From an optimization exercise on the open Yosys and OpenROAD flow, aimed at small area, a short achievable clock period and few clock cycles per item; shortcuts taken in it are not production practice.
The RTL was checked by simulation tests, not by an equivalence proof against the original design.

==> flow/design.v, too long to show whole: its modules and the start of the top module <==
// module fir_1: 1673 lines
// module fir_fa: 4 lines
// module fir_ha: 4 lines
module fir_1(
    input clk,
    input reset_p,
    input [15:0]x,
    input act,
    output reg [15:0]y,
    output ready
    );
  // ...
==> flow/run.sh <==
#!/bin/bash
# synth_recipe.tcl (not shown) runs the flow's synth.tcl, then flattens the netlist and writes it again
# the make line also repeats each setting of config.mk as NAME=value (left out here)
make -C /OpenROAD-flow-scripts/flow DESIGN_CONFIG=/design/flow/config.mk WORK_HOME=/design/flow/orfs CLKGATE_MAP_FILE= SYNTH_SCRIPT=/design/flow/synth_recipe.tcl finish
==> flow/config.mk <==
export PLATFORM = sky130hd
export DESIGN_NAME = fir_1
export DESIGN_NICKNAME = fir_1
export VERILOG_FILES = /design/flow/design.v
export SDC_FILE = /design/flow/constraint.sdc
export NUM_CORES = 4
export LEC_CHECK = 0
export ABC_AREA = 1
export CAP_MARGIN = 20
export CORE_MARGIN = 2
export CORE_UTILIZATION = 40
export SETUP_SLACK_MARGIN = 5
export SLEW_MARGIN = 20
export SYNTH_HIERARCHICAL = 1
export SYNTH_MINIMUM_KEEP_SIZE = 0
==> flow/constraint.sdc <==
create_clock -name core_clock -period 10.0 [get_ports {clk}]
set_input_delay 2.0000 -clock core_clock [delete_from_list [all_inputs] [get_ports {clk}]]
set_output_delay 2.0000 -clock core_clock [all_outputs]
set_load 0.01 [all_outputs]
==> run summary, run 1 <==
The flow ran to the end and the layout has no timing, DRC or antenna violations. rs holds more flip-flops than any other register. The number of hold-repair buffers added at the cts stage is 0. The number of violations reported at the end of detailed-routing iteration 0 was 1,283; the worst endpoint data arrival time was 5240 ps. In this run the cell area measured after placement is 25,700 µm².

For this run, the leading register cell type out of synthesis is dfrtp_1. The run gives 2 as the count of buffers added by post-CTS timing repair for setup. Setup repair after global routing left no endpoint under its margin. The tools report the final setup slack of the worst path as 5180 ps. For the worst setup path, the data required time is 10,420 ps.

Post-CTS repair changed the size of 21 cells. The tools report the source of the critical timing path as x[13]. The portion of synthesized area spent on multiplexers is 0%.

After layout, the inverter instance count without clock inverters stands at 397. The number of stages on the worst hold path came out at 2. In this run the worst path has a maximum fanout of 6.

TritonCTS built the clock tree. In the finished layout, the clock tree contains a buffer count of 52. The tools report the sink count of the clock tree as 280. The worst setup path is captured at a flop. The number of detailed-routing iterations run before antenna repair is 5. Summed over all nets, the half-perimeter wirelength after detailed placement is 54,120 µm. The placeable core region was 60,470 µm²; the well tap count was 782. The min-delay analysis places its worst path in the category reg -> reg. The number of buffers and inverters on the critical path is 4. The number of flip-flops and latches in the synthesized netlist is 280. For the count of endpoints failing hold in the final timing report, the log shows 0.

The worst hold path begins at y[6]$_DFFE_PP0P_. The simple-gate portion of the synthesized area is 18.49%.

In this run the tool buffered the top-level ports with 34 buffer cells. The fraction of synthesized cell area in xor and xnor cells was 0.6076%; the non-clock buffer instance count of the final layout was 70. For the number of filler instances in the final layout, the log shows 5,796. The root buffer cell chosen for the clock tree is clkbuf_16. Global routing consumed, on the met1 layer, 29.81% of the routing resources. For the total length of routed met2 wires, the log shows 32,590 µm. Counting every net in the synthesized netlist gives 3,217.
Testbench counts, summed over its fixed seeds: cycles 3,200, items 3,200.
==> run 2: changes to the inputs <==
--- a/flow/config.mk
+++ b/flow/config.mk
@@ -7,3 +7,2 @@
 export LEC_CHECK = 0
-export ABC_AREA = 1
 export CAP_MARGIN = 20
==> run 2 against run 1 <==
Effect of this change:
- synthesized area shrank 5.6%
- non-clock buffer count is the same
- largest cell class unchanged
- die area shrank 5.5%
- setup slack lost 390 ps
- critical path depth is the same
- worst hold slack gained 9.5 ps
- still clean
- clock skew shrank 8.4 ps
- flip-flop and latch count is the same
==> run summary, run 2 <==
Biggest area consumer among synthesized cells: fa_1 (unchanged). The logs give 88 (was 90) for the placement row count and 0 (unchanged) for the final setup violation count. Largest registers: rs: 31 flops, rc: 21 flops (unchanged).

The number of flops mapped to enable cells by yosys came out at 0 (unchanged). The number of H-tree branching levels is 1 (was 2). The cell area after synthesis came out at 23,130 µm² (was 24,500 µm²). The portion of synthesized cell area occupied by the leading cell type is 35.74% (was 33.74%). Leading cell types by count after synthesis: fa_1, dfrtp_1, mux2_2 (was nand2_1, fa_1, inv_1).

The maximum number of pins on one net before global-route repair was 153 (was 167). Top flip-flop cell by instance count after synthesis: dfrtp_1 (unchanged). The source of the critical timing path was p1[11]$_DFFE_PP0P_ (was x[13]). Instance count of the mapped netlist: 1,768 (was 2,682). The period utilization is 52.13% (was 48.20%), and the count of endpoints failing hold in the final timing report is 0 (unchanged). The mean instance size in the synthesized netlist is 13.08 µm² (was 9.136 µm²), and the number of max-cap violations is 0 (unchanged). The tools report the part of the Yosys area used for sequential elements as 30.41% (was 28.71%).

The count of cells along the worst register-to-register path is 17 (was 19), and the maximum clock frequency is 0.1918 GHz (was 0.2075 GHz). The height of the die is 244.5 µm (was 251.5 µm), and the cell area after layout is 25,910 µm² (was 27,270 µm²). The share of layout cells above drive strength 1 is 21.86% (was 6.684%).

The routability congestion estimate came out at 0.8940 (was 0.9181). Cells taking the most area after synthesis: fa_1, dfrtp_1, mux2_2, ha_1, inv_1 (was fa_1, dfrtp_1, nand2_1, inv_1, ha_1). The run gives 10.83 ps (was 19.26 ps) as the worst clock skew.

The worst endpoint data arrival time is 5750 ps (was 5240 ps), and the number of filler instances in the final layout is 5,191 (was 5,796). The relative area change from synthesis to final layout came out at 12.04% (was 11.30%). The capture point of the worst reg-to-reg path is y[15]$_DFFE_PP0P_ (was y[7]$_DFFE_PP0P_). The initial antenna violation count is 2 (was 3), and the number of flip-flops and latches in the synthesized netlist is 280 (unchanged).

The initial standard-cell utilization of the core is 40.25% (was 40.52%). Most frequent cell after synthesis: fa_1 (was nand2_1). The final-layout worst hold slack was 481.6 ps (was 472.2 ps). The flow ran to the end and the layout has no timing, DRC or antenna violations. The logs give 58,620 µm (was 68,730 µm) for the overall routed net length and 4790 ps (was 5210 ps) for the reg-to-reg setup timing slack. Number of distinct library cell variants in the gate-level netlist after synthesis: 67 (was 37). The logs give 13,970 (was 17,740) for the via count and 3505 ps (was 4107 ps) for the pre-CTS setup slack.

The number of violations reported at the end of detailed-routing iteration 0 came out at 922 (was 1,283). The buffer type at the clock tree root was clkbuf_16 (unchanged). Classification of the worst setup path: reg -> reg (was in -> reg).

TritonCTS built the clock tree. The clock insertion delay at the later pin of the skew report came out at 600 ps (was 550 ps). The number of detailed-routing iterations run before antenna repair is 4 (was 5), and the aggregate global-route resource usage is 20.48% (was 22.54%). Post-place instance area: 24,450 µm² (was 25,700 µm²). The logs give 0 (unchanged) for the max-slew violation count and 0 ps (unchanged) for the setup TNS after final layout. Maximum buffer depth of the clock tree: 3 (unchanged). The pin slew with the least headroom to its limit is 1072 ps (was 1182 ps), and the count of port buffers added during placement is 34 (unchanged). The HPWL after detailed placement is 45,660 µm (was 54,120 µm), and the peak fanout along the critical path is 4 (was 6).

The critical path data required time is 10,530 ps (was 10,420 ps), and the post-detailed-route via-to-cell ratio is 5.343 (was 5.018). The worst slew slack as a fraction of its limit is 28.52% (was 21.20%). Number of nets in the layout: 2,359 (was 3,262).

The worst flop-to-flop path startpoint was p1[11]$_DFFE_PP0P_ (unchanged). The number of flip-flops under the largest register name was 31 (unchanged). Fraction of synthesis flops using an asynchronous set or reset pin: 100.0% (unchanged). The post-layout minimum cycle time was 5213 ps (was 4820 ps). The number of buffers created by CTS is 31 (was 36). Most frequent cells in the layout: fa_1, dfrtp_1, mux2_2 (was nand2_1, fa_1, inv_1). The logs give 0 (unchanged) for the number of hold-repair buffers added at the cts stage and 280 (unchanged) for the sink count of the clock tree. The number of nets with antenna violations after routing came out at 0 (unchanged). The leading cell type in the layout, fill and taps excluded is fa_1 (was nand2_1). The wire length of the first global-routing pass is 92,560 µm (was 108,000 µm).

Placeable core region: 57,480 µm² (was 60,470 µm²). Largest register by flop count: rs (unchanged). Setup repair after global routing could not meet its margin everywhere. The tools report the endpoint of the worst setup timing path as y[15]$_DFFE_PP0P_ (was y[10]$_DFFE_PP0P_). The run gives 0 (unchanged) as the final global-route overflow total. The tools report the number of I/O pins as 36 (unchanged). The CTS clock-pin slew for the worst setup and hold paths was 60 ps (was 50 ps); the net count after synthesis was 2,303 (was 3,217). The die boundary width was 244.5 µm (was 251.5 µm); the total DRC errors in the routed layout was 0 (unchanged). The kind of end point of the critical path is a flop (unchanged). The wire length per cell after detailed routing is 22.43 µm (was 19.44 µm), and the via count of the first global-routing pass is 15,580 (was 18,850). The number of warnings reported in the yosys synthesis log came out at 7 (unchanged). The launching element type of the critical path is a flop (was an input port). Die footprint: 59,770 µm² (was 63,250 µm²). The worst min-delay path category was reg -> reg (unchanged).

The tools report the final setup slack of the worst path as 4787 ps (was 5180 ps).
==> run 2: how the worst min path moves through the flow <==
stage,cells past startpoint,to,slack (ps),start
6_report,2,h3[1]$_DFFE_PP0P_,480,h2[1]$_DFFE_PP0P_
5_1_grt,1,h2[1]$_DFFE_PP0P_,520,h2[1]$_DFFE_PP0P_
4_1_cts,2,h3[1]$_DFFE_PP0P_,490,h2[1]$_DFFE_PP0P_
3_5_place_dp,2,h3[1]$_DFFE_PP0P_,470,h2[1]$_DFFE_PP0P_
3_3_place_gp,2,h3[0]$_DFFE_PP0P_,470,h2[0]$_DFFE_PP0P_
2_1_floorplan,2,h3[0]$_DFFE_PP0P_,450,h2[0]$_DFFE_PP0P_
==> run 2: kinds of logic (layout without fill, tap and decap cells) <==
family,Yosys count,after routing,share of synthesized area [%]
muxes,220,220,10.70
AOI/OAI and AO/OA,261,261,7.638
buffers and inverters,244,324,3.976
xor gates and xnor gates,52,52,1.969
adders and majority gates,516,516,41.32
DFF,280,280,30.41
other,1,2,0.01621
and+or+nand+nor,194,194,3.970
==> run 2: layer usage <==
metal	part of all wire (%)	track usage, %
met4	2.8	6.223
met5	0	0
met3	4.7	3.303
met2	47	33.36
met1	45	28.30
==> run 2: what timing repair did <==
action,in CTS,in global routing
setup endpoints to repair,16,16
gates resized for setup,71,15
pin swaps,25,24
setup buffers,18,7
==> run 2: critical path: stages, from the launching register on <==
cell,delay (ps)
dfrtp_2,480
fa_2,410
fa_1,510
fa_2,450
fa_2,370
fa_1,510
fa_2,370
fa_2,340
inv_2,70
ha_4,190
and4b_1,200
a211oi_2,150
o21ai_1,110
o211ai_1,90
buf_4,190
a21oi_4,70
or4b_1,530
nand3_1,100
==> run 2: modules after synthesis (local to each module, per instance) <==
module  flip-flops and latches  cells
fir_ha                       0      1
fir_fa                       0      1
fir_1                      280   1344
==> run 2: area by class of cell <==
type	count	area, µm²	share of cell area (%)
clock buffers	47	895.9	3.457
flip-flops and latches	280	7049	27.20
inverters	197	743.2	2.868
clock inverters	10	100.1	0.3862
repair buffers	70	645.6	2.491
multi-input cells	1244	15520	59.89
diodes	1	2.502	0.009656
well taps	765	957.2	3.694
==> run 2: per-stage QoR <==
| stage | cells | utilization, % |
|---|---|---|
| 3_5_place_dp | 2531 | 42.55 |
| 4_1_cts | 2606 | 44.89 |
| 3_3_place_gp | 2531 | 42.55 |
| 2_1_floorplan | 1768 | - |
| 6_report | 2614 | 45.09 |
| 5_1_grt | 2613 | 45.08 |
==> run 3: changes to the inputs <==
--- a/flow/config.mk
+++ b/flow/config.mk
@@ -9,3 +9,3 @@
 export CORE_MARGIN = 2
-export CORE_UTILIZATION = 40
+export CORE_UTILIZATION = 55
 export SETUP_SLACK_MARGIN = 5
==> run 3 against run 2 <==
Effect of this change:
- sequential share of layout area grew 0.17 points
- wire length grew 0.74%
- largest cell class unchanged
- non-clock buffer count shrank 8
- synthesized cell count is the same
- cell count shrank 8.7%
- highest routed layer unchanged
- clock-buffer cell count grew 4
- global-route usage grew 8.3 points
- worst hold slack lost 5.0 ps
==> run summary, run 3 <==
The worst clock skew was 17.71 ps (was 10.83 ps). The reg-to-reg setup timing slack is 4760 ps (was 4790 ps), and the mean instance size in the synthesized netlist is 13.08 µm² (unchanged). For the critical path data required time, the log shows 10,470 ps (was 10,530 ps). The maximum buffer depth of the clock tree was 3 (unchanged).

Capture point of the worst reg-to-reg path: y[15]$_DFFE_PP0P_ (unchanged). Initial standard-cell utilization of the core: 55.39% (was 40.25%). Top flip-flop cell by instance count after synthesis: dfrtp_1 (unchanged).

For the instance count of the mapped netlist, the log shows 1,768 (unchanged). Fraction of synthesized cell area in xor and xnor cells: 1.969% (unchanged). The most frequent cell after synthesis is fa_1 (unchanged). Worst flop-to-flop path startpoint: p1[11]$_DFFE_PP0P_ (unchanged). Cells taking the most area after synthesis: fa_1, dfrtp_1, mux2_2, ha_1, inv_1 (unchanged).

The run gives 13,960 (was 13,970) as the via count. Launching element type of the critical path: an input port (was a flop). For the aggregate global-route resource usage, the log shows 28.82% (was 20.48%). Most frequent cells in the layout: fa_1, dfrtp_1, mux2_2 (unchanged).

The run gives 92,260 µm (was 92,560 µm) as the wire length of the first global-routing pass. Number of hold-repair buffers added at the cts stage: 0 (unchanged). The number of detailed-routing iterations run before antenna repair is 4 (unchanged). Buffer type at the clock tree root: clkbuf_16 (unchanged).

The run gives 3,283 (was 5,191) as the number of filler instances in the final layout. Via count of the first global-routing pass: 15,590 (was 15,580). The run gives 2,303 (unchanged) as the net count after synthesis. The leading cell type in the layout, fill and taps excluded was fa_1 (unchanged). The cell area after layout was 25,760 µm² (was 25,910 µm²). The height of the die is 209.1 µm (was 244.5 µm), and the placeable core region is 41,760 µm² (was 57,480 µm²). The CTS clock-pin slew for the worst setup and hold paths was 50 ps (was 60 ps); the simple-gate portion of the synthesized area was 3.970% (unchanged). The adder-cell share of the synthesized area came out at 41.32% (unchanged). The setup TNS after final layout is 0 ps (unchanged). Leading cell types by count after synthesis: fa_1, dfrtp_1, mux2_2 (unchanged).

The maximum clock frequency is 0.1900 GHz (was 0.1918 GHz). The endpoint of the worst hold-timing path is h3[11]$_DFFE_PP0P_ (was h3[1]$_DFFE_PP0P_). The number of stages on the worst hold path came out at 2 (unchanged).

The fraction of the mapped netlist area in compound gates was 7.638% (unchanged). Number of max-cap violations: 0 (unchanged). The count of cells along the worst register-to-register path came out at 17 (unchanged). The launch instance of the worst min-delay path was h2[11]$_DFFE_PP0P_ (was h2[1]$_DFFE_PP0P_). Number of flip-flops under the largest register name: 31 (unchanged). The number of flip-flops and latches in the synthesized netlist is 280 (unchanged).

The final setup violation count was 0 (unchanged); the initial antenna violation count was 1 (was 2). For the number of distinct library cell variants in the gate-level netlist after synthesis, the log shows 67 (unchanged). The clock insertion delay at the later pin of the skew report is 540 ps (was 600 ps), and the number of flops mapped to enable cells by yosys is 0 (unchanged).

The biggest area consumer among synthesized cells was fa_1 (unchanged). Number of violations reported at the end of detailed-routing iteration 0: 1,040 (was 922). Share of layout cells above drive strength 1: 21.77% (was 21.86%).

The logs give 0 (unchanged) for the total DRC errors in the routed layout and 0 (unchanged) for the final global-route overflow total. The period utilization was 52.63% (was 52.13%); the worst slew slack as a fraction of its limit was 28.37% (was 28.52%). HPWL after detailed placement: 45,600 µm (was 45,660 µm).

The pin slew with the least headroom to its limit was 1074 ps (was 1072 ps). The logs give 7 (unchanged) for the number of warnings reported in the yosys synthesis log and 5730 ps (was 5750 ps) for the worst endpoint data arrival time. The run finished with no timing, DRC or antenna violations. The max-slew violation count was 0 (unchanged); the portion of synthesized cell area occupied by the leading cell type was 35.74% (unchanged).

The largest register by flop count was rs (unchanged). The tools report the kind of end point of the critical path as a flop (unchanged). The run gives 36 (unchanged) as the number of I/O pins. The wire length per cell after detailed routing works out to 24.75 µm (was 22.43 µm). Cell repeated most along the worst path: fa_2 (unchanged).

For the post-place instance area, the log shows 24,160 µm² (was 24,450 µm²). Largest registers: rs: 31 flops, rc: 21 flops (unchanged). The cell area after synthesis came out at 23,130 µm² (unchanged). The count of port buffers added during placement came out at 34 (unchanged).

The peak fanout along the critical path is 5 (was 4), and the routability congestion estimate is 0.9262 (was 0.8940). The classification of the worst setup path was in -> reg (was reg -> reg). The number of buffers created by CTS was 35 (was 31); the die footprint was 43,710 µm² (was 59,770 µm²).

For the placement row count, the log shows 75 (was 88). TritonCTS built the clock tree. The logs give 0 (was 1) for the antenna cell count and 0 (unchanged) for the number of nets with antenna violations after routing. The tools report the number of nets in the layout as 2,355 (was 2,359). The worst min-delay path category was reg -> reg (unchanged). The highest-delay cell along the critical path was fa_1 (was or4b_1).

Overall routed net length: 59,060 µm (was 58,620 µm). The fraction of synthesis flops using an asynchronous set or reset pin works out to 100.0% (unchanged). The maximum number of pins on one net before global-route repair was 193 (was 153); the post-detailed-route via-to-cell ratio was 5.850 (was 5.343). The delay of the slowest cell on the worst path came out at 510 ps (was 530 ps). Critical Path, Cell by Cell: dlygate4sd2_1 -> fa_2 -> fa_1 -> fa_2 -> fa_2 -> inv_2 -> ha_4 -> and4b_1 -> a211oi_2 -> o21ai_1 -> o211ai_1 -> buf_4 -> a21oi_4 -> or4b_1 -> nand3_1 (was fa_2 -> fa_1 -> fa_2 -> fa_2 -> fa_1 -> fa_2 -> fa_2 -> inv_2 -> ha_4 -> and4b_1 -> a211oi_2 -> o21ai_1 -> o211ai_1 -> buf_4 -> a21oi_4 -> or4b_1 -> nand3_1). For the count of endpoints failing hold in the final timing report, the log shows 0 (unchanged).

The die boundary width is 209.1 µm (was 244.5 µm). The sink count of the clock tree is 280 (unchanged). Number of H-tree branching levels: 2 (was 1). The proportion of synthesized area in mux cells is 10.70% (unchanged).

The largest family of logic cells by synthesized area was adder cells (unchanged). The relative area change from synthesis to final layout was 11.35% (was 12.04%); the post-layout minimum cycle time was 5263 ps (was 5213 ps). Setup repair after global routing could not meet its margin everywhere.

The part of the Yosys area used for sequential elements was 30.41% (unchanged).
-- run 3: routing by layer --
| metal | up-vias | global-route usage (%) | wire (µm) |
|---|---|---|---|
| met5 | - | 0 | 0 |
| met4 | 0 | 9.975 | 1962 |
| met3 | 110 | 6.177 | 3680 |
| met2 | 372 | 44.34 | 26670 |
| met1 | 7416 | 41.12 | 26740 |
| li1 | 6059 | - | - |
-- run 3: repair_timing --
item	CTS	global route
pin swaps	22	20
resized for setup	71	14
endpoints found under the setup margin	17	16
buffers inserted	17	4
-- run 3: worst max-delay path: cells and delay by family --
family                   cells  cell delay [ps]
adder cells (fa/ha/maj)      5             1870
AND/OR/NAND/NOR              3              800
buffers and inverters        3              640
AO/OA/AOI/OAI                4              420
-- run 3: kinds of logic after synthesis --
family | count (synthesis)
compound gates | 261
mux | 220
buf+inv | 244
flops | 280
simple gates | 194
xor+xnor | 52
fa+ha+maj | 516
other cells | 1
-- run 3: modules after synthesis, one instance, submodules excluded --
| module | area, µm² | times used | cells |
|---|---|---|---|
| fir_ha | 12.51 | 15 | 1 |
| fir_1 | 14760 | 1 | 1344 |
| fir_fa | 20.02 | 409 | 1 |
-- run 3: how the worst max path moves through the flow --
stage / startpoint / endpoint / slack [ps] / cells after the start
2_1_floorplan: reset_p / h0[0]$_DFFE_PP0P_ / 4310 / 1
3_3_place_gp: x[14] / y[15]$_DFFE_PP0P_ / 3490 / 13
3_5_place_dp: x[14] / y[15]$_DFFE_PP0P_ / 3430 / 13
4_1_cts: p1[11]$_DFFE_PP0P_ / y[15]$_DFFE_PP0P_ / 4720 / 17
5_1_grt: p1[11]$_DFFE_PP0P_ / y[15]$_DFFE_PP0P_ / 4580 / 17
6_report: x[9] / y[15]$_DFFE_PP0P_ / 4740 / 15
-- run 3: area by class of cell --
class / instances / area [µm²] / share of cell area (%)
multi-input cells: 1244 / 15490 / 60.15
repair buffers: 62 / 586.8 / 2.278
flip-flops and latches: 280 / 7049 / 27.37
clock buffers: 51 / 1026 / 3.983
inverters: 197 / 743.2 / 2.886
clock inverters: 13 / 183.9 / 0.7141
well taps: 539 / 674.4 / 2.618
-- run 3: stage by stage --
step / utilization, % / worst slack (ps) / hold WS, ps / cells
finish: 61.68 / 4737 / 476.6 / 2386
global route: 61.68 / 4583 / 505.8 / 2386
CTS: 61.48 / 4720 / 480.3 / 2382
detailed placement: 57.85 / 3431 / 466.9 / 2301
global placement: 57.84 / 3486 / 462.1 / 2301
floorplan: - / 4311 / 449.2 / 1768
==> run 4: changes to the inputs <==
--- a/flow/config.mk
+++ b/flow/config.mk
@@ -7,2 +7,3 @@
 export LEC_CHECK = 0
+export ABC_AREA = 1
 export CAP_MARGIN = 20
==> run 4 against run 3 <==
Effect of this change:
- fmax grew 8.0%
- wire length grew 19%
- critical path type unchanged
- clock-buffer cell count shrank 2
- synthesized area grew 5.9%
- flip-flop and latch count is the same
==> run summary, run 4 <==
The flow ran to the end and the layout has no timing, DRC or antenna violations. The post-layout minimum cycle time works out to 4874 ps (was 5263 ps). The placeable core region was 44,120 µm² (was 41,760 µm²); the post-detailed-route via-to-cell ratio was 5.354 (was 5.850). Critical Path, Cell by Cell: clkdlybuf4s50_1 -> buf_6 -> fa_1 -> fa_1 -> fa_1 -> inv_1 -> ha_4 -> nand2_1 -> inv_1 -> nand2_1 -> nor2_1 -> nand2_1 -> nand3_1 -> nand2_1 -> nand2_1 -> nand2_1 -> nand3_1 -> nand2_1 (was dlygate4sd2_1 -> fa_2 -> fa_1 -> fa_2 -> fa_2 -> inv_2 -> ha_4 -> and4b_1 -> a211oi_2 -> o21ai_1 -> o211ai_1 -> buf_4 -> a21oi_4 -> or4b_1 -> nand3_1). The run gives 570 ps (was 540 ps) as the clock insertion delay at the later pin of the skew report. The number of I/O pins was 36 (unchanged). The aggregate global-route resource usage was 32.06% (was 28.82%). The run gives 34.32 ps (was 17.71 ps) as the worst clock skew. Capture point of the worst reg-to-reg path: y[13]$_DFFE_PP0P_ (was y[15]$_DFFE_PP0P_). The peak fanout along the critical path is 5 (unchanged), and the number of stages on the worst hold path is 2 (unchanged). The total DRC errors in the routed layout is 0 (unchanged), and the utilization of the core after routing is 61.07% (was 61.68%). The count of cells along the worst register-to-register path was 20 (was 17). The pin slew with the least headroom to its limit was 1043 ps (was 1074 ps); the number of hold-repair buffers added at the cts stage was 0 (unchanged). Relative area change from synthesis to final layout: 9.977% (was 11.35%). For the die footprint, the log shows 46,260 µm² (was 43,710 µm²).

The sink count of the clock tree came out at 280 (unchanged). The final-layout worst hold slack was 476.5 ps (was 476.6 ps). The number of distinct library cell variants in the gate-level netlist after synthesis is 37 (was 67). The fraction of synthesis flops using an asynchronous set or reset pin was 100.0% (unchanged); the wire length of the first global-routing pass was 110,900 µm (was 92,260 µm). Number of flip-flops and latches in the synthesized netlist: 280 (unchanged). The number of violations reported at the end of detailed-routing iteration 0 is 1,226 (was 1,040), and the period utilization is 48.74% (was 52.63%).

The delay of the slowest cell on the worst path is 530 ps (was 510 ps), and the number of nets with antenna violations after routing is 0 (unchanged). Launching element type of the critical path: an input port (unchanged). The logs give 5 (was 4) for the number of detailed-routing iterations run before antenna repair and 55.53% (was 55.39%) for the initial standard-cell utilization of the core. The critical path data required time came out at 10,430 ps (was 10,470 ps). The HPWL after detailed placement is 55,710 µm (was 45,600 µm). The tools report the cell area after synthesis as 24,500 µm² (was 23,130 µm²).

The launch instance of the worst min-delay path is rs[14]$_DFFE_PP1P_ (was h2[11]$_DFFE_PP0P_). The placement row count was 77 (was 75). The tools report the endpoint of the worst hold-timing path as rs[14]$_DFFE_PP1P_ (was h3[11]$_DFFE_PP0P_).

Largest registers: rs: 31 flops, rc: 21 flops (unchanged). The count of port buffers added during placement was 34 (unchanged); the CTS clock-pin slew for the worst setup and hold paths was 60 ps (was 50 ps). The number of buffers created by CTS was 37 (was 35); the antenna cell count was 0 (unchanged). The worst min-delay path category is reg -> reg (unchanged).

The number of H-tree branching levels is 2 (unchanged), and the wire length per cell after detailed routing is 20.97 µm (was 24.75 µm). The tools report the number of cells after detailed placement as 3,261 (was 2,301). Setup repair after global routing left no endpoint under its margin.

The logs give 5150 ps (was 4760 ps) for the reg-to-reg setup timing slack and 0 (unchanged) for the final setup violation count. The worst endpoint data arrival time was 5300 ps (was 5730 ps). Largest register by flop count: rs (unchanged).

The initial antenna violation count is 1 (unchanged), and the maximum clock frequency is 0.2052 GHz (was 0.1900 GHz). The via count of the first global-routing pass is 19,000 (was 15,590). The number of flip-flops under the largest register name came out at 31 (unchanged). Biggest area consumer among synthesized cells: fa_1 (unchanged). The most frequent cell after synthesis was nand2_1 (was fa_1). Number of nets in the layout: 3,255 (was 2,355). Classification of the worst setup path: in -> reg (unchanged). The portion of synthesized cell area occupied by the leading cell type is 33.74% (was 35.74%), and the height of the die is 215.1 µm (was 209.1 µm). The run gives 69,990 µm (was 59,060 µm) as the overall routed net length. The logs give 3 (unchanged) for the maximum buffer depth of the clock tree and 0 (unchanged) for the number of max-cap violations.

The worst slew slack as a fraction of its limit came out at 30.44% (was 28.37%). The highest-delay cell along the critical path was fa_1 (unchanged). The run gives 28.71% (was 30.41%) as the part of the Yosys area used for sequential elements. Setup TNS after final layout: 0 ps (unchanged). TritonCTS built the clock tree. The buffer type at the clock tree root was clkbuf_16 (unchanged). The pre-CTS setup slack is 4070 ps (was 3431 ps), and the die boundary width is 215.1 µm (was 209.1 µm). The logs give 2,682 (was 1,768) for the instance count of the mapped netlist and 5126 ps (was 4737 ps) for the final setup slack of the worst path. Number of warnings reported in the yosys synthesis log: 7 (unchanged). The cell repeated most along the worst path was nand2_1 (was fa_2). Final global-route overflow total: 0 (unchanged). The leading cell type in the layout, fill and taps excluded is nand2_1 (was fa_1).

The top flip-flop cell by instance count after synthesis is dfrtp_1 (unchanged). The routability congestion estimate is 0.9274 (was 0.9262). Leading cell types by count after synthesis: nand2_1, fa_1, inv_1 (was fa_1, dfrtp_1, mux2_2). The tools report the worst flop-to-flop path startpoint as p1[8]$_DFFE_PP0P_ (was p1[11]$_DFFE_PP0P_). Via count: 17,870 (was 13,960). Maximum number of pins on one net before global-route repair: 148 (was 193). Most frequent cells in the layout: nand2_1, fa_1, inv_1 (was fa_1, dfrtp_1, mux2_2). Number of standard cells in the final layout excluding fillers: 3,338 (was 2,386). The mean instance size in the synthesized netlist is 9.136 µm² (was 13.08 µm²), and the share of layout cells above drive strength 1 is 6.227% (was 21.77%). The number of flops mapped to enable cells by yosys is 0 (unchanged), and the net count after synthesis is 3,217 (was 2,303).

The kind of end point of the critical path is a flop (unchanged). The count of endpoints failing hold in the final timing report is 0 (unchanged). Cells taking the most area after synthesis: fa_1, dfrtp_1, nand2_1, inv_1, ha_1 (was fa_1, dfrtp_1, mux2_2, ha_1, inv_1). For the max-slew violation count, the log shows 0 (unchanged).
## run 4: changes by cell type after synthesis, sizes merged, moves of 11 or more
cell,before,now
nor2,48,110
inv,197,397
nand2,70,857
xor2,22,5
mux2,219,0
a21oi,58,81
xnor2,30,12
buf,6,32
a21o,36,5
nand3,11,121
a211oi,15,0
o21ai,60,166
o211ai,11,0
## run 4: worst max-delay path, delay by kind of cell
kind	cells	cell delay, ps
fa+ha+maj	4	1650
simple gates	10	840
buf+inv	4	790
## run 4: kinds of logic after synthesis
| logic type | share of synthesized area (%) |
|---|---|
| compound gates | 5.969 |
| fa+ha+maj | 39.00 |
| other cells | 0.01530 |
| simple gates | 18.49 |
| xor+xnor | 0.6076 |
| flops | 28.71 |
| buf+inv | 7.205 |
## run 4: layer usage
layer	vias to the layer above	share of wire (%)	GRT usage, %
li1	8311	-	-
met3	131	6.9	6.058
met2	555	47	52.09
met4	0	3.8	11.79
met5	-	0	0
met1	8876	42	43.44
## run 4: Yosys stat by module, one instance, submodules excluded
module	copies in the design	area, µm²	flops+latches
fir_1	1	16130	280
fir_fa	409	20.02	0
fir_ha	15	12.51	0
## run 4: worst max path at each step
stage / start / to / slack, ps / cells after the start
2_1_floorplan: reset_p / h0[0]$_DFFE_PP0P_ / 4310 / 1
5_1_grt: x[4] / y[14]$_DFFE_PP0P_ / 4990 / 18
3_3_place_gp: x[9] / y[12]$_DFFE_PP0P_ / 4100 / 17
3_5_place_dp: x[10] / y[12]$_DFFE_PP0P_ / 4070 / 17
4_1_cts: p1[14]$_DFFE_PP0P_ / y[12]$_DFFE_PP0P_ / 5000 / 16
6_report: x[4] / y[13]$_DFFE_PP0P_ / 5130 / 18
## run 4: what timing repair did
| action | CTS | global route |
|---|---|---|
| endpoints found under the setup margin | 16 | 16 |
| pin swaps | 2 | 7 |
| gates cloned | 0 | 0 |
| gates resized for setup | 24 | 41 |
| setup buffers | 1 | 11 |
## run 4: cell type report
cell class	instances	area, µm²
clock inverters	16	201.4
well taps	592	740.7
flip-flops and latches	280	7051
repair buffers	62	565.5
inverters	397	1501
fillers	3921	17180
clock buffers	49	1084
multi-input cells	1942	15810
## run 4: per-stage QoR
| stage | area (µm²) |
|---|---|
| detailed placement | 25460 |
| global route | 26950 |
| CTS | 26790 |
| floorplan | 24510 |
| global placement | 25460 |
| finish | 26950 |
==> run 5: changes to the inputs <==
--- a/flow/config.mk
+++ b/flow/config.mk
@@ -7,6 +7,6 @@
 export LEC_CHECK = 0
-export ABC_AREA = 1
 export CAP_MARGIN = 20
 export CORE_MARGIN = 2
-export CORE_UTILIZATION = 55
+export CORE_UTILIZATION = 40
+export CTS_BUF_LIST = sky130_fd_sc_hd__clkbuf_4 sky130_fd_sc_hd__clkbuf_8
 export SETUP_SLACK_MARGIN = 5
==> run 5 against run 4 <==
Effect of this change:
- setup slack got worse by 370 ps
- worst hold slack got worse by 0.63 ps
- via count fell by 21%
- fmax fell by 7.0%
- cell area fell by 3.5%
- flip-flop and latch count did not move
- critical endpoint is now y[15]$_DFFE_PP0P_
==> run summary, run 5 <==
Cells taking the most area after synthesis: fa_1, dfrtp_1, mux2_2, ha_1, inv_1 (was fa_1, dfrtp_1, nand2_1, inv_1, ha_1). The logs give 0.8940 (was 0.9274) for the routability congestion estimate and 0 (unchanged) for the max-slew violation count. The tools report the via count as 14,090 (was 17,870). Launching element type of the critical path: a flop (was an input port). The worst min-delay path category was reg -> reg (unchanged). The overall routed net length was 59,250 µm (was 69,990 µm); the clock insertion delay at the later pin of the skew report was 650 ps (was 570 ps). The number of detailed-routing iterations run before antenna repair was 4 (was 5).

The number of flops mapped to enable cells by yosys works out to 0 (unchanged). The wire length per cell after detailed routing works out to 22.37 µm (was 20.97 µm). For the number of I/O pins, the log shows 36 (unchanged). The number of buffer and inverter instances along the worst setup path was 3 (was 4); the final setup violation count was 0 (unchanged).

The placement row count came out at 88 (was 77). The tools report the final global-route overflow total as 0 (unchanged). The worst endpoint data arrival time came out at 5820 ps (was 5300 ps). The HPWL after detailed placement was 45,660 µm (was 55,710 µm). The number of H-tree branching levels came out at 2 (unchanged).

Die footprint: 59,770 µm² (was 46,260 µm²). The tools report the critical path data required time as 10,580 ps (was 10,430 ps). The relative area change from synthesis to final layout came out at 12.47% (was 9.977%).

The CTS clock-pin slew for the worst setup and hold paths works out to 60 ps (about the same). The adder-cell share of the synthesized area was 41.32% (was 39.00%); the number of flip-flops under the largest register name was 31 (unchanged). The peak fanout along the critical path works out to 3 (was 5).

The wire length of the first global-routing pass came out at 93,480 µm (was 110,900 µm). For the maximum buffer depth of the clock tree, the log shows 3 (unchanged). The reg-to-reg setup timing slack is 4760 ps (was 5150 ps). The logs give 30.41% (was 28.71%) for the part of the Yosys area used for sequential elements and 903 (was 1,226) for the number of violations reported at the end of detailed-routing iteration 0.

The leading cell type in the layout, fill and taps excluded is fa_1 (was nand2_1). The post-detailed-route via-to-cell ratio was 5.320 (was 5.354). The proportion of synthesized area in mux cells was 10.70% (was 0%). Cell area after synthesis: 23,130 µm² (was 24,500 µm²). Top cell family by delay on the critical path: adder cells (unchanged). The placeable core region was 57,480 µm² (was 44,120 µm²); the delay of the slowest cell on the worst path was 560 ps (was 530 ps). The run gives 153 (was 148) as the maximum number of pins on one net before global-route repair.

The kind of end point of the critical path was a flop (unchanged). The logs give 2,531 (was 3,261) for the number of cells after detailed placement and 40.25% (was 55.53%) for the initial standard-cell utilization of the core. Largest registers: rs: 31 flops, rc: 21 flops (unchanged). The maximum clock frequency was 0.1908 GHz (was 0.2052 GHz). Pre-CTS setup slack: 3505 ps (was 4070 ps).

The number of standard cells in the final layout excluding fillers was 2,648 (was 3,338); the simple-gate portion of the synthesized area was 3.970% (was 18.49%). The pin slew with the least headroom to its limit works out to 1076 ps (was 1043 ps). The tools report the number of buffers created by CTS as 50 (was 37). The final setup slack of the worst path came out at 4758 ps (was 5126 ps). The largest family of logic cells by synthesized area is adder cells (unchanged). The tools report the number of warnings reported in the yosys synthesis log as 7 (unchanged). The tools report the buffer type at the clock tree root as clkbuf_8 (was clkbuf_16).

Height of the die: 244.5 µm (was 215.1 µm). The classification of the worst setup path was reg -> reg (was in -> reg). The number of distinct library cell variants in the gate-level netlist after synthesis was 67 (was 37). Leading cell types by count after synthesis: fa_1, dfrtp_1, mux2_2 (was nand2_1, fa_1, inv_1). The die boundary width is 244.5 µm (was 215.1 µm). The fraction of synthesized cell area in xor and xnor cells came out at 1.969% (was 0.6076%).

Critical Path, Cell by Cell: fa_1 -> fa_1 -> inv_1 -> fa_1 -> fa_2 -> fa_2 -> fa_2 -> fa_2 -> inv_2 -> ha_4 -> and4b_1 -> a211oi_2 -> o21ai_1 -> o211ai_1 -> buf_4 -> a21oi_4 -> or4b_1 -> nand3_1 (was clkdlybuf4s50_1 -> buf_6 -> fa_1 -> fa_1 -> fa_1 -> inv_1 -> ha_4 -> nand2_1 -> inv_1 -> nand2_1 -> nor2_1 -> nand2_1 -> nand3_1 -> nand2_1 -> nand2_1 -> nand2_1 -> nand3_1 -> nand2_1). The number of flip-flops and latches in the synthesized netlist is 280 (unchanged). The aggregate global-route resource usage was 20.77% (was 32.06%).

The run gives 0 (unchanged) as the total DRC errors in the routed layout. The number of filler instances in the final layout came out at 5,203 (was 3,921). The share of layout cells above drive strength 1 is 23.58% (was 6.227%). The initial antenna violation count was 2 (was 1).

The worst clock skew was 37.22 ps (was 34.32 ps); the fraction of the mapped netlist area in compound gates was 7.638% (was 5.969%). The fraction of synthesis flops using an asynchronous set or reset pin is 100.0% (unchanged). Most frequent cells in the layout: fa_1, dfrtp_1, mux2_2 (was nand2_1, fa_1, inv_1).

The highest-delay cell along the critical path was dfstp_2 (was fa_1). The sink count of the clock tree is 280 (unchanged). The top flip-flop cell by instance count after synthesis was dfrtp_1 (unchanged). Largest register by flop count: rs (unchanged).

Most frequent cell after synthesis: fa_1 (was nand2_1). TritonCTS built the clock tree. The instance count of the mapped netlist came out at 1,768 (was 2,682). The count of port buffers added during placement was 34 (unchanged); the worst slew slack as a fraction of its limit was 28.25% (was 30.44%).

The portion of synthesized cell area occupied by the leading cell type was 35.74% (was 33.74%). The net count after synthesis is 2,303 (was 3,217), and the via count of the first global-routing pass is 15,830 (was 19,000). The post-layout minimum cycle time is 5242 ps (was 4874 ps), and the number of max-cap violations is 0 (unchanged).

The number of nets with antenna violations after routing was 0 (unchanged); the number of nets in the layout was 2,378 (was 3,255). Period utilization: 52.42% (was 48.74%). Setup repair after global routing could not meet its margin everywhere.

The run gives 0 ps (unchanged) as the setup TNS after final layout. The biggest area consumer among synthesized cells is fa_1 (unchanged). The antenna cell count is 0 (unchanged), and the count of endpoints failing hold in the final timing report is 0 (unchanged). The number of hold-repair buffers added at the cts stage was 0 (unchanged). The cell repeated most along the worst path was fa_2 (was nand2_1). The run finished with no timing, DRC or antenna violations. Mean instance size in the synthesized netlist: 13.08 µm² (was 9.136 µm²).
## run 5: cell types whose count changed after synthesis, moves of 23 or more
cell	before	now
o21ai_0	161	51
a21oi_1	81	58
buf_2	28	0
nand2_1	855	70
mux2_2	0	219
a21o_1	5	36
nor2_1	106	48
inv_1	395	197
nand3_1	121	11
## run 5: cell families after synthesis
logic type      Yosys count
buf+inv                 244
fa+ha+maj               516
compound gates          261
other cells               1
xor+xnor                 52
flops                   280
mux                     220
simple gates            194
## run 5: per-layer routing
| metal | global-route usage, % | share of wire (%) |
|---|---|---|
| met5 | 0 | 0 |
| met1 | 28.00 | 45 |
| met2 | 33.73 | 47 |
| met4 | 6.689 | 3.1 |
| met3 | 4.258 | 4.9 |
## run 5: layout make-up
cell class | instances | area (µm²) | share of cell area [%]
sequential | 280 | 7052 | 27.11
tap | 765 | 957.2 | 3.679
clock inverter | 13 | 172.7 | 0.6637
multi-input combinational | 1244 | 15490 | 59.55
timing repair buffer | 70 | 630.6 | 2.424
inverter | 197 | 743.2 | 2.857
clock buffer | 79 | 968.4 | 3.722
## run 5: per-stage QoR
stage               instance area (µm²)  util [%]  hold WS, ps
floorplan                         23240         -        449.2
global placement                  24450     42.55        465.3
detailed placement                24450     42.55        470.3
CTS                               25890     45.05        485.8
global route                      26020     45.27        516.8
finish                            26020     45.27        475.9
## run 5: final timing paths
path                                          from            endpoint  depth (start not counted)
worst min-delay path             h2[1]$_DFFE_PP0P_   h3[1]$_DFFE_PP0P_                          2
worst min register to register   h2[1]$_DFFE_PP0P_   h3[1]$_DFFE_PP0P_                          2
min in group asynchronous                  reset_p   h2[5]$_DFFE_PP0P_                          3
max in group asynchronous                  reset_p  rs[19]$_DFFE_PP0P_                          4
worst max register to register  rc[11]$_DFFE_PP1P_   y[15]$_DFFE_PP0P_                         18
worst max-delay path            rc[11]$_DFFE_PP1P_   y[15]$_DFFE_PP0P_                         18
## run 5: worst register-to-register path: stages, from the launching register on
cell      delay [ps]
dfstp_2          560
fa_1             440
fa_1             500
inv_1             50
fa_1             490
fa_2             410
fa_2             370
fa_2             340
fa_2             340
inv_2             70
ha_4             190
and4b_1          200
a211oi_2         150
o21ai_1          110
o211ai_1          90
buf_4            190
a21oi_4           70
or4b_1           510
nand3_1          100
## run 5: repair_timing
item | CTS | global route
gates resized for setup | 56 | 15
pin swaps | 28 | 23
setup buffers | 16 | 9
endpoints found under the setup margin | 16 | 15
## run 5: Yosys stat by module (local to each module, per instance)
module,cells,cell area (µm²),flops+latches,times used
fir_fa,1,20.02,0,409
fir_ha,1,12.51,0,15
fir_1,1344,14760,280,1
==> run 6: changes to the inputs <==
==> flow/flow/run.sh (new file) <==
#!/bin/bash
set -euo pipefail
bash standard.sh SETUP_SLACK_MARGIN=6.5 finish > standard.log 2>&1
==> flow/standard.sh (new file) <==
#!/bin/bash
# synth_recipe.tcl (not shown) runs the flow's synth.tcl, then flattens the netlist and writes it again
# the make line also repeats each setting of config.mk as NAME=value (left out here)
make -C /OpenROAD-flow-scripts/flow DESIGN_CONFIG=/design/flow/config.mk WORK_HOME=/design/flow/orfs CLKGATE_MAP_FILE= SYNTH_SCRIPT=/design/flow/synth_recipe.tcl "${@:-finish}"
--- a/flow/config.mk
+++ b/flow/config.mk
@@ -7,2 +7,3 @@
 export LEC_CHECK = 0
+export ABC_AREA = 1
 export CAP_MARGIN = 20
@@ -10,4 +11,2 @@
 export CORE_UTILIZATION = 40
-export CTS_BUF_LIST = sky130_fd_sc_hd__clkbuf_4 sky130_fd_sc_hd__clkbuf_8
-export SETUP_SLACK_MARGIN = 5
 export SLEW_MARGIN = 20
removed: flow/run.sh
==> run 6 against run 5 <==
Effect of this change:
- wire length rose by 21%
- non-clock buffer count increased by 80
- critical endpoint is now y[8]$_DFFE_PP0P_
- fmax is 7.7% higher
- cell count rose by 37%
- global-route usage increased by 2.6 points
- clock skew decreased by 8.6 ps
- via count grew 30%
==> run summary, run 6 <==
For the die footprint, the log shows 63,250 µm² (was 59,770 µm²). The via count came out at 18,370 (was 14,090). Count of port buffers added during placement: 34 (unchanged). The tools report the endpoint of the worst hold-timing path as y[6]$_DFFE_PP0P_ (was h3[1]$_DFFE_PP0P_). The placeable core region is 60,470 µm² (was 57,480 µm²). The number of detailed-routing iterations run before antenna repair was 5 (was 4); the number of buffers created by CTS was 36 (was 50). The run gives 111,700 µm (was 93,480 µm) as the wire length of the first global-routing pass. The post-detailed-route via-to-cell ratio is 5.082 (was 5.320).

Cells taking the most area after synthesis: fa_1, dfrtp_1, nand2_1, inv_1, ha_1 (was fa_1, dfrtp_1, mux2_2, ha_1, inv_1). For the number of distinct library cell variants in the gate-level netlist after synthesis, the log shows 37 (was 67). The kind of end point of the critical path is a flop (unchanged). The mean instance size in the synthesized netlist is 9.136 µm² (was 13.08 µm²). The setup TNS after final layout was 0 ps (unchanged).

The largest register by flop count was rs (unchanged). The maximum clock frequency is 0.2055 GHz (was 0.1908 GHz). The number of flip-flops and latches in the synthesized netlist is 280 (unchanged). The run gives 0 (unchanged) as the final global-route overflow total. The cell area after synthesis is 24,500 µm² (was 23,130 µm²), and the worst endpoint data arrival time is 5290 ps (was 5820 ps). The run gives 7158 µm² (was 7052 µm²) as the area used by sequential logic in the layout. The peak fanout along the critical path was 4 (was 3); the placement row count was 90 (was 88). The height of the die is 251.5 µm (was 244.5 µm), and the worst clock skew is 28.59 ps (was 37.22 ps).

The number of filler instances in the final layout came out at 5,675 (was 5,203). The wire length per cell after detailed routing was 19.84 µm (was 22.37 µm); the number of stages on the worst hold path was 2 (unchanged). The tools report the overall routed net length as 71,710 µm (was 59,250 µm). The tools report the final setup violation count as 0 (unchanged). The number of warnings reported in the yosys synthesis log is 7 (unchanged).

The number of nets with antenna violations after routing was 0 (unchanged); the count of cells along the worst register-to-register path was 20 (was 18). Initial standard-cell utilization of the core: 40.52% (was 40.25%). Critical Path, Cell by Cell: dlygate4sd2_1 -> inv_1 -> fa_1 -> inv_1 -> fa_1 -> fa_1 -> inv_2 -> ha_4 -> inv_4 -> nor2_4 -> nand2_4 -> buf_4 -> nor3_2 -> nand2_1 -> nand3_2 -> nand2_1 -> nand3_1 -> nand2_1 (was fa_1 -> fa_1 -> inv_1 -> fa_1 -> fa_2 -> fa_2 -> fa_2 -> fa_2 -> inv_2 -> ha_4 -> and4b_1 -> a211oi_2 -> o21ai_1 -> o211ai_1 -> buf_4 -> a21oi_4 -> or4b_1 -> nand3_1). The portion of synthesized cell area occupied by the leading cell type is 33.74% (was 35.74%).

The delay of the slowest cell on the worst path was 510 ps (was 560 ps). The run gives 3,342 (was 2,378) as the number of nets in the layout. Launch instance of the worst min-delay path: y[6]$_DFFE_PP0P_ (was h2[1]$_DFFE_PP0P_). The most frequent cell after synthesis was nand2_1 (was fa_1). The capture point of the worst reg-to-reg path is y[8]$_DFFE_PP0P_ (was y[15]$_DFFE_PP0P_). The number of flip-flops under the largest register name is 31 (unchanged). For the utilization of the core after routing, the log shows 47.87% (was 45.27%).

Most frequent cells in the layout: nand2_1, inv_1, fa_1 (was fa_1, dfrtp_1, mux2_2). For the count of endpoints failing hold in the final timing report, the log shows 0 (unchanged). The aggregate global-route resource usage came out at 23.34% (was 20.77%). TritonCTS built the clock tree. The tools report the launching element type of the critical path as an input port (was a flop). Worst flop-to-flop path startpoint: p1[11]$_DFFE_PP0P_ (was rc[11]$_DFFE_PP1P_). The maximum number of pins on one net before global-route repair is 220 (was 153), and the relative area change from synthesis to final layout is 18.13% (was 12.47%). The initial antenna violation count was 1 (was 2). The buffer type at the clock tree root is clkbuf_16 (was clkbuf_8). The number of I/O pins is 36 (unchanged). The HPWL after detailed placement is 53,130 µm (was 45,660 µm), and the number of violations reported at the end of detailed-routing iteration 0 is 1,510 (was 903). Leading cell types by count after synthesis: nand2_1, fa_1, inv_1 (was fa_1, dfrtp_1, mux2_2).

Biggest area consumer among synthesized cells: fa_1 (unchanged). For the number of hold-repair buffers added at the cts stage, the log shows 0 (unchanged). Setup repair after global routing could not meet its margin everywhere.

The fraction of synthesis flops using an asynchronous set or reset pin was 100.0% (unchanged); the post-layout minimum cycle time was 4867 ps (was 5242 ps). The reg-to-reg setup timing slack was 5180 ps (was 4760 ps); the sink count of the clock tree was 280 (unchanged). The CTS clock-pin slew for the worst setup and hold paths came out at 60 ps (about the same). The top cell family by delay on the critical path was adder cells (unchanged). The routability congestion estimate is 0.9460 (was 0.8940). The highest-delay cell along the critical path is fa_1 (was dfstp_2). The worst min-delay path category was reg -> reg (unchanged). The period utilization came out at 48.67% (was 52.42%). The leading cell type in the layout, fill and taps excluded is nand2_1 (was fa_1). The clock insertion delay at the later pin of the skew report was 560 ps (was 650 ps); the total DRC errors in the routed layout was 0 (unchanged). The logs give 2,682 (was 1,768) for the instance count of the mapped netlist and 0 (unchanged) for the antenna cell count. Number of max-cap violations: 0 (unchanged). The maximum buffer depth of the clock tree is 3 (unchanged), and the share of layout cells above drive strength 1 is 20.26% (was 23.58%).

The pin slew with the least headroom to its limit was 1006 ps (was 1076 ps). The top flip-flop cell by instance count after synthesis was dfrtp_1 (unchanged). The number of H-tree branching levels was 2 (unchanged). The area of combinational cells with multiple inputs is 16,590 µm² (was 15,490 µm²). The number of flops mapped to enable cells by yosys was 0 (unchanged); the part of the Yosys area used for sequential elements was 28.71% (was 30.41%). Via count of the first global-routing pass: 19,340 (was 15,830).

For the critical path data required time, the log shows 10,420 ps (was 10,580 ps). The classification of the worst setup path was in -> reg (was reg -> reg). Largest registers: rs: 31 flops, rc: 21 flops (unchanged). The die boundary width was 251.5 µm (was 244.5 µm); the max-slew violation count was 0 (unchanged).

The run finished with no timing, DRC or antenna violations. Worst slew slack as a fraction of its limit: 32.95% (was 28.25%). The net count after synthesis came out at 3,217 (was 2,303). The number of buffer and inverter instances along the worst setup path is 6 (was 3).
[run 6: changes by cell type in the layout (fill, tap and decap cells not counted), sizes merged, moves of 31 or more]
cell   previous run  this run
inv             198       399
mux2            219         0
nor2             48       110
buf              37       115
o21ai            60       166
a21o             36         5
nand2            70       857
nand3            11       121
[run 6: worst max-delay path by stage]
stage,end,cells after the start,slack [ps],from
after detailed placement,y[14]$_DFFE_PP0P_,17,4230,x[5]
final,y[8]$_DFFE_PP0P_,18,5130,x[7]
after floorplan,h0[0]$_DFFE_PP0P_,1,4310,reset_p
after CTS,y[12]$_DFFE_PP0P_,19,5230,p1[11]$_DFFE_PP0P_
after global placement,y[12]$_DFFE_PP0P_,16,4210,x[12]
after global routing,y[10]$_DFFE_PP0P_,20,5030,p1[11]$_DFFE_PP0P_
[run 6: Yosys stat by module (local to each module, per instance)]
module  cells inside  flip-flops and latches
fir_1           2258                     280
fir_fa             1                       0
fir_ha             1                       0
[run 6: what timing repair did]
action,in CTS,in global routing
pin swaps,93,94
endpoints found under the hold margin,0,0
buffers inserted,82,19
endpoints found under the setup margin,145,315
cloned,0,1
gates resized for setup,305,145
[run 6: metal layers]
layer | vias to the layer above | GRT usage (%) | share of wire, % | wire length (µm)
li1 | 8492 | - | - | -
met1 | 9238 | 31.20 | 43 | 30940
met2 | 497 | 39.08 | 48 | 34410
met3 | 145 | 2.930 | 4.9 | 3544
met4 | 0 | 8.673 | 3.9 | 2810
met5 | - | 0 | 0 | 0
[run 6: logic make-up (layout without fill, tap and decap cells)]
family,Yosys count,in the layout,share of synthesized area [%]
other,1,1,0.01530
DFF,280,280,28.71
AOI/OAI and AO/OA,277,277,5.969
buffers and inverters,460,611,7.205
adders and majority gates,516,516,39.00
xor gates and xnor gates,17,17,0.6076
and+or+nand+nor,1131,1131,18.49
[run 6: final cells by class]
cell class	count	area share [%]
Multi-Input combinational cell	1942	57.31
Clock inverter	11	0.3761
Inverter	397	5.252
Tap cell	782	3.380
Timing Repair Buffer	150	5.170
Sequential cell	280	24.73
Clock buffer	53	3.787
[run 6: worst min-delay path, stage by stage, from the launching register on]
cell,delay (ps)
dfrtp_1,340
nand2_1,50
nand2_1,40
[run 6: stage by stage]
step / std cells / instance area, µm² / hold WS [ps] / worst slack, ps
final: 3615 / 28950 / 468.0 / 5133
after global routing: 3615 / 28950 / 486.3 / 5035
after CTS: 3595 / 28360 / 473.2 / 5229
after detailed placement: 3449 / 25820 / 465.1 / 4231
after global placement: 3449 / 25820 / 457.7 / 4207
after floorplan: 2682 / 24640 / 442.2 / 4311

[what the ideal ports hide]
The results above use ideal ports. As a check the final layouts listed here were re-extracted and re-timed, cells and wires unchanged. Step 1, drivers: a clkbuf_16 drives clk and a buf_2 each remaining input, both assumed. Step 2 times the ports against the registers' clock, not the clock port: input delays grow and output delays shrink by t, the midpoint of the rising clock arrivals with the driver on. Slacks: no drivers / after step 1 / after step 2; pairs: no drivers / after step 1.
run | shift t [ns] | setup slack, ns | worst slew at a driven data input, ns | pins driven straight from the clock port
run 1 | 0.607 | 5.180 / 5.209 / 4.614 | 0.06 | 1
run 2 | 0.657 | 4.787 / 4.787 / 4.183 | 0.05 | 1
run 3 | 0.590 | 4.737 / 4.764 / 4.182 | 0.05 | 1
run 4 | 0.611 | 5.126 / 5.153 / 4.552 | 0.03 | 1
run 5 | 0.695 | 4.758 / 4.758 / 4.095 | 0.06 | 1
run 6 | 0.612 | 5.133 / 5.129 / 4.517 | 0.06 | 1
After both steps setup and hold are still met in every run listed. The setup slack of run 5, which loses most, moves by 0.000 ns with the drivers and by -0.663 ns with both steps.
